Background: an optimization exercise with open tools, aiming at small area. Do not read the settings as production practice.
In this exercise RTL edits were held to simulation tests only and were not proved equivalent to the original.
The clock port is modelled as an ideal driver, which makes a skipped or thinned clock tree look cheaper than it is; a real chip needs a root buffer or a tree.
Power figures rest on the tool's default switching activity, not on a simulated workload.

run A:
==> flow/design.v <==
`timescale 1ns/1ps
module temp(clk, rst_n, sda_i, sda_o, sda_oe, scl, out_led, arrange);
    input clk;
    input rst_n;
    input sda_i;
    output sda_o;
    output sda_oe;
    output scl;
    output [7:0] out_led;
    output [7:0] arrange;
    reg [1:0] p;
    reg [2:0] q;
    reg [5:0] d;
    reg [9:0] n;
    reg [1:0] count;
    reg scl, sda_r, sda_link;
    reg [7:0] rd0, rd1;
    wire q4   = q[2] & ~q[1];           
    wire p1   = ~p[1] & p[0];           
    wire p3   = p[1] & ~p[0];           
    wire step = q4 & p3;                
    wire tog  = q4 & p1;                
    wire inc  = step & scl;             
    wire cinc = (d == 6'b100000) & p1;  
    wire act  = n[9];
    wire [4:0] a = n[4:0];
    wire last = n[9] & n[4] & n[3] & n[2];      
    wire [9:0] nx = n + inc;
    always @(posedge clk or negedge rst_n)
        if (!rst_n) begin
            p <= 2'b00;
            q <= 3'b000;
            d <= 6'b000000;
            count <= 2'd0;
            scl <= 1'b1;
            n <= 10'd12;
        end else begin
            p <= {p[0], ~p[1]};
            q <= {q[1:0], ~(q[2] | q[1])};
            d <= {d[4:0], ~(d[5] ^ d[4])};
            count <= count + cinc;
            scl <= scl ^ tog;
            n <= nx & ~({last, 4'b0000, last, 3'b000, last} & {10{inc}});
        end
    wire link_a = ~a[4] & (~a[3] | ~(a[2] | a[1] | a[0]))
                | a[4] & (a[3] & a[2] | a[3] & a[1] & a[0] | ~a[3] & ~a[2] & a[1] & ~a[0]);
    wire sda_z = act & (a[1] & ~a[2] & ~a[3] | a[2] & ~a[1] & a[0]
                        | ~a[3] & ~a[2] & ~a[1] & ~a[0] & scl | a[3] & a[2] & ~scl);
    always @(posedge clk or negedge rst_n)
        if (!rst_n) begin
            sda_r <= 1'b1;
            sda_link <= 1'b0;
        end else begin
            if (step) sda_r <= ~sda_z;
            if (step & act) sda_link <= link_a;
            else if (~n[9] & nx[9]) sda_link <= 1'b0;    
        end
    wire rd_en = inc & act;
    genvar k;
    generate
        for (k = 0; k < 8; k = k + 1) begin : g_rd
            always @(posedge clk or negedge rst_n)
                if (!rst_n) begin
                    rd0[k] <= 1'b0;
                    rd1[k] <= 1'b0;
                end else begin
                    if (rd_en & a == 17 - k) rd0[k] <= sda_i;
                    if (rd_en & a == 26 - k) rd1[k] <= sda_i;
                end
        end
    endgenerate
    assign sda_o = sda_r;
    assign sda_oe = sda_link;
    wire [7:0] y = count[1] ? rd0 : {1'b0, rd1[7:1]};
    wire lo = count[1] ? rd1[7] : rd1[0];
    function [3:0] dstep;
        input [2:0] r;
        input b;
        reg qb;
        begin
            qb = r[2] | (r[1] & (r[0] | b));
            dstep = {qb, r[1] & ~r[0] & ~b | r[2] & b,
                         r[0] & (~r[1] | b) | r[2] & ~b,
                         b ^ qb};
        end
    endfunction
    wire [3:0] s5 = dstep({1'b0, y[7:6]}, y[5]);
    wire [3:0] s4 = dstep(s5[2:0], y[4]);
    wire [3:0] s3 = dstep(s4[2:0], y[3]);
    wire [3:0] s2 = dstep(s3[2:0], y[2]);
    wire [3:0] s1 = dstep(s2[2:0], y[1]);
    wire [3:0] s0 = dstep(s1[2:0], y[0]);
    wire [3:0] dig = count[0] ? {s3[3], s2[3], s1[3], s0[3]} : {s0[2:0], lo};
    reg [6:0] seg;
    always @*
        case (dig)
            4'd0: seg = 7'b0000001;
            4'd1: seg = 7'b1001111;
            4'd2: seg = 7'b0010010;
            4'd3: seg = 7'b0000110;
            4'd4: seg = 7'b1001100;
            4'd5: seg = 7'b0100100;
            4'd6: seg = 7'b0100000;
            4'd7: seg = 7'b0001111;
            4'd8: seg = 7'b0000000;
            4'd9: seg = 7'b0001100;
            default: seg = 7'b1111111;
        endcase
    assign out_led = {seg, ~(count[1] & ~count[0])};
    assign arrange = {4'b1111, ~(4'b0001 << count)};
endmodule
export LEC_CHECK = 0
export CAP_MARGIN = 20
export CORE_MARGIN = 2
export CORE_UTILIZATION = 40
export SLEW_MARGIN = 20
create_clock -name core_clock -period 10.0 [get_ports {clk}]
standard.sh (not shown) runs the stock make flow with config.mk's settings and CLKGATE_MAP_FILE= SYNTH_SCRIPT=/design/flow/synth_recipe.tcl, a recipe that flattens the netlist after the stock synthesis.
==> flow/flow/run.sh <==
#!/bin/bash
# Own layout flow: the standard ORFS flow (standard.sh) with these changes:
#  1. synthesis: the final ABC technology mapping uses an area-oriented script
#     (flow/abc_map.script: &deepsyn, then dch and amap) instead of ORFS's
#     abc_area/abc_speed script; the
#     rest of synthesis (registers, names, flattening, renaming) is unchanged;
#  2. port buffers are the smallest buffer (buf_1) instead of ORFS's default;
#  3. clock tree: built by flow/cts_hook.tcl (a PRE_CTS hook) as a few clock
#     buffers driven by the clock port, each driving a group of nearby
#     register clock pins, in place of TritonCTS's H-tree with dummy loads.
# Each tool's full output stays in orfs/logs/ (one log per step) and make's
# output in flow_make.log.
set -euo pipefail
work=$(pwd)
abc_script=$work/flow/abc_map.script
{
    head -n 1 synth_recipe.tcl
    cat <<TCL
proc abc {args} {
    set i [lsearch -exact \$args -script]
    if {\$i >= 0} { set args [lreplace \$args [expr {\$i + 1}] [expr {\$i + 1}] $abc_script] }
    puts "own flow: abc {*}\$args"
    yosys abc {*}\$args
}
TCL
    tail -n +2 synth_recipe.tcl
} > own_synth.tcl
export BUFFER_PORTS_ARGS="-buffer_cell sky130_fd_sc_hd__buf_1"
export PRE_CTS_TCL=$work/flow/cts_hook.tcl
export OWN_CLOCK_BUFFER=${OWN_CLOCK_BUFFER:-sky130_fd_sc_hd__clkbuf_8}
export OWN_CLOCK_GROUPS=${OWN_CLOCK_GROUPS:-3}
bash standard.sh SYNTH_SCRIPT=$work/own_synth.tcl finish > flow_make.log 2>&1
==> flow/flow/cts_hook.tcl <==
# Clock tree for a small design: the clock port drives OWN_CLOCK_GROUPS clock
# buffers (OWN_CLOCK_BUFFER) directly, each at the centre of its group of
# register clock pins; the groups split the pins by x (or y) position. This
# replaces TritonCTS's H-tree, which puts a root buffer above leaf buffers of
# at most 15 sinks each and adds dummy loads.
set cts_block [ord::get_db_block]
set cts_port_net [[$cts_block findBTerm clk] getNet]
set cts_master [[ord::get_db] findMaster $::env(OWN_CLOCK_BUFFER)]
set cts_k $::env(OWN_CLOCK_GROUPS)
set cts_pins {}
set cts_xs {}
set cts_ys {}
foreach it [$cts_port_net getITerms] {
  set box [[$it getInst] getBBox]
  set x [expr {([$box xMin] + [$box xMax]) / 2}]
  set y [expr {([$box yMin] + [$box yMax]) / 2}]
  lappend cts_pins [list $it $x $y]
  lappend cts_xs $x
  lappend cts_ys $y
}
set cts_xs [lsort -integer $cts_xs]
set cts_ys [lsort -integer $cts_ys]
set cts_dx [expr {[lindex $cts_xs end] - [lindex $cts_xs 0]}]
set cts_dy [expr {[lindex $cts_ys end] - [lindex $cts_ys 0]}]
set cts_axis [expr {$cts_dx >= $cts_dy ? 1 : 2}]
set cts_pins [lsort -integer -index $cts_axis $cts_pins]
set cts_n [llength $cts_pins]
for {set g 0} {$g < $cts_k} {incr g} {
  set lo [expr {$g * $cts_n / $cts_k}]
  set hi [expr {($g + 1) * $cts_n / $cts_k - 1}]
  set buf [odb::dbInst_create $cts_block $cts_master clkbuf_own_$g]
  set net [odb::dbNet_create $cts_block clknet_own_$g]
  $net setSigType CLOCK
  set sx 0
  set sy 0
  foreach p [lrange $cts_pins $lo $hi] {
    lassign $p it x y
    set sx [expr {$sx + $x}]
    set sy [expr {$sy + $y}]
    $it disconnect
    $it connect $net
  }
  set m [expr {$hi - $lo + 1}]
  [$buf findITerm A] connect $cts_port_net
  [$buf findITerm X] connect $net
  $buf setLocation [expr {$sx / $m}] [expr {$sy / $m}]
  $buf setPlacementStatus PLACED
  puts "own flow: clock buffer clkbuf_own_$g ($::env(OWN_CLOCK_BUFFER)) drives $m clock pins"
}
set_propagated_clock [all_clocks]
proc clock_tree_synthesis {args} {
  puts "own flow: clock_tree_synthesis skipped, clock tree built by the PRE_CTS hook"
}
Other scripts of this flow, unchanged in this note and not shown: flow/flow/abc_map.script
For run B, these inputs were changed with respect to run A:
# run A
export LEC_CHECK = 0
export CAP_MARGIN = 20
export CORE_MARGIN = 2
export CORE_UTILIZATION = 40
export SLEW_MARGIN = 20
create_clock -name core_clock -period 10.0 [get_ports {clk}]
# run B
export LEC_CHECK = 0
export CAP_MARGIN = 20
export CORE_MARGIN = 2
export CORE_UTILIZATION = 75
export SLEW_MARGIN = 20
create_clock -name core_clock -period 10.0 [get_ports {clk}]
-- flow/flow/run.sh --
<<< run A, line 10
#     register clock pins, in place of TritonCTS's H-tree with dummy loads.
>>> run B, line 10
#     register clock pins, in place of TritonCTS's H-tree with dummy loads;
#  4. constant outputs share synthesis's tie cell (no repair_tie_fanout).
<<< run A, line 31
export OWN_CLOCK_GROUPS=${OWN_CLOCK_GROUPS:-3}
>>> run B, line 32
export OWN_CLOCK_GROUPS=${OWN_CLOCK_GROUPS:-2}
export SKIP_REPAIR_TIE_FANOUT=1
Results
The global-route met3 utilization number comes out lower for run A vs run B.
Violation count after the first detailed-route iteration (run B over run A): increase, 63
Run B vs. run A: setup slack went down by 290 ps.
Relative to run A, run B improves core area.
Of run B and run A, the run reporting the higher wire length on met3 was run B.
Final area: run B vs run A down 3.2%
Summary of run B over run A: share of synthesized cell area in full adder, half adder and majority cells was more or less identical, portion of total power attributed to the clock network went down by 3.6 points.
Run B against run A: cell count lost about 12%, total number of vias rose by about 7%.
diff inputs: run B => run C
# run B
export LEC_CHECK = 0
export CAP_MARGIN = 20
export CORE_MARGIN = 2
export CORE_UTILIZATION = 75
export SLEW_MARGIN = 20
create_clock -name core_clock -period 10.0 [get_ports {clk}]
# run C
export LEC_CHECK = 0
export CAP_MARGIN = 20
export CORE_MARGIN = 2
export CORE_UTILIZATION = 65
export SLEW_MARGIN = 20
create_clock -name core_clock -period 10.0 [get_ports {clk}]
## What came out
- Run C vs run B, final wirelength went down by 7.6%.
- Run C vs. run B: hold slack flat, minimum clock period after layout down 180 ps, total power flat.
- Number of global-route vias before repair for run C: about 3% up relative to run B
Inputs modified between run C and run D:
# run C
export LEC_CHECK = 0
export CAP_MARGIN = 20
export CORE_MARGIN = 2
export CORE_UTILIZATION = 65
export SLEW_MARGIN = 20
create_clock -name core_clock -period 10.0 [get_ports {clk}]
# run D
export LEC_CHECK = 0
export CAP_MARGIN = 20
export CORE_MARGIN = 2
export CORE_UTILIZATION = 85
export SLEW_MARGIN = 20
create_clock -name core_clock -period 10.0 [get_ports {clk}]
==> results.txt <==
Run C completed end to end with timing, DRC and antenna clean.
Run D: it failed with a tool error in global placement without I/O, so there are no final results.
Initial standard-cell utilization of the core up 23 points in run D wrt run C
Run D vs. run C: number of rows in the core area went down by 3.
Between run C and run D, the flow reports die span in x decreasing by more than 10%.
Die height, run D and run C, lower one = run D.
Diff run C..run D | area after synthesis | unchanged
Input-level comparison between run E and run D:
# run D
export LEC_CHECK = 0
export CAP_MARGIN = 20
export CORE_MARGIN = 2
export CORE_UTILIZATION = 85
export SLEW_MARGIN = 20
create_clock -name core_clock -period 10.0 [get_ports {clk}]
# run E
export LEC_CHECK = 0
export CAP_MARGIN = 20
export CORE_MARGIN = 2
export CORE_UTILIZATION = 65
export SLEW_MARGIN = 20
create_clock -name core_clock -period 10.0 [get_ports {clk}]
-- flow/flow/run.sh --
<<< run D, line 10
#     register clock pins, in place of TritonCTS's H-tree with dummy loads;
#  4. constant outputs share synthesis's tie cell (no repair_tie_fanout).
>>> run E, line 10
#     register clock pins, in place of TritonCTS's H-tree with dummy loads.
<<< run D, line 32
export OWN_CLOCK_GROUPS=${OWN_CLOCK_GROUPS:-2}
export SKIP_REPAIR_TIE_FANOUT=1
>>> run E, line 31
export OWN_CLOCK_GROUPS=${OWN_CLOCK_GROUPS:-3}
### Flow results
Run E: done, clean on timing, DRC and antenna. Run E -> run D: average cell area after synthesis flat. Per the comparison of run E with run D, width of the chip moved up; synthesized cell count ~0 delta.
The clock cells of run A, run B, run C and run E come from the design's own scripts or RTL, not from TritonCTS.

[what the ideal ports hide]
No port has a modelled driver above. Below, the same layouts with a new extraction and two added sets of constraints. Step 1: set_driving_cell puts a clkbuf_16 on clk and a buf_2 on each other input, an assumption about the parent block. Step 2 adds t to the input delays and takes it off the output delays; t is the mean of the earliest and latest rising clock arrival at the registers after step 1. Input paths then give back, and output paths get back, about the clock's delay inside the block. a / b / c = ideal ports / drivers / drivers and shift; a / b = the first two.
run	shift t [ns]	setup slack, ns	worst register clock-pin slew, ns	worst slew at a driven data input, ns	cell pins on the clock port's net
run A	0.191	2.852 / 2.807 / 2.998	0.09 / 0.09	0.03	3
run B	0.202	2.564 / 2.530 / 2.731	0.12 / 0.12	0.03	2
run C	0.202	2.747 / 2.712 / 2.914	0.12 / 0.12	0.03	2
run E	0.187	2.787 / 2.743 / 2.930	0.08 / 0.08	0.03	3
After both steps every run listed still meets setup and hold.
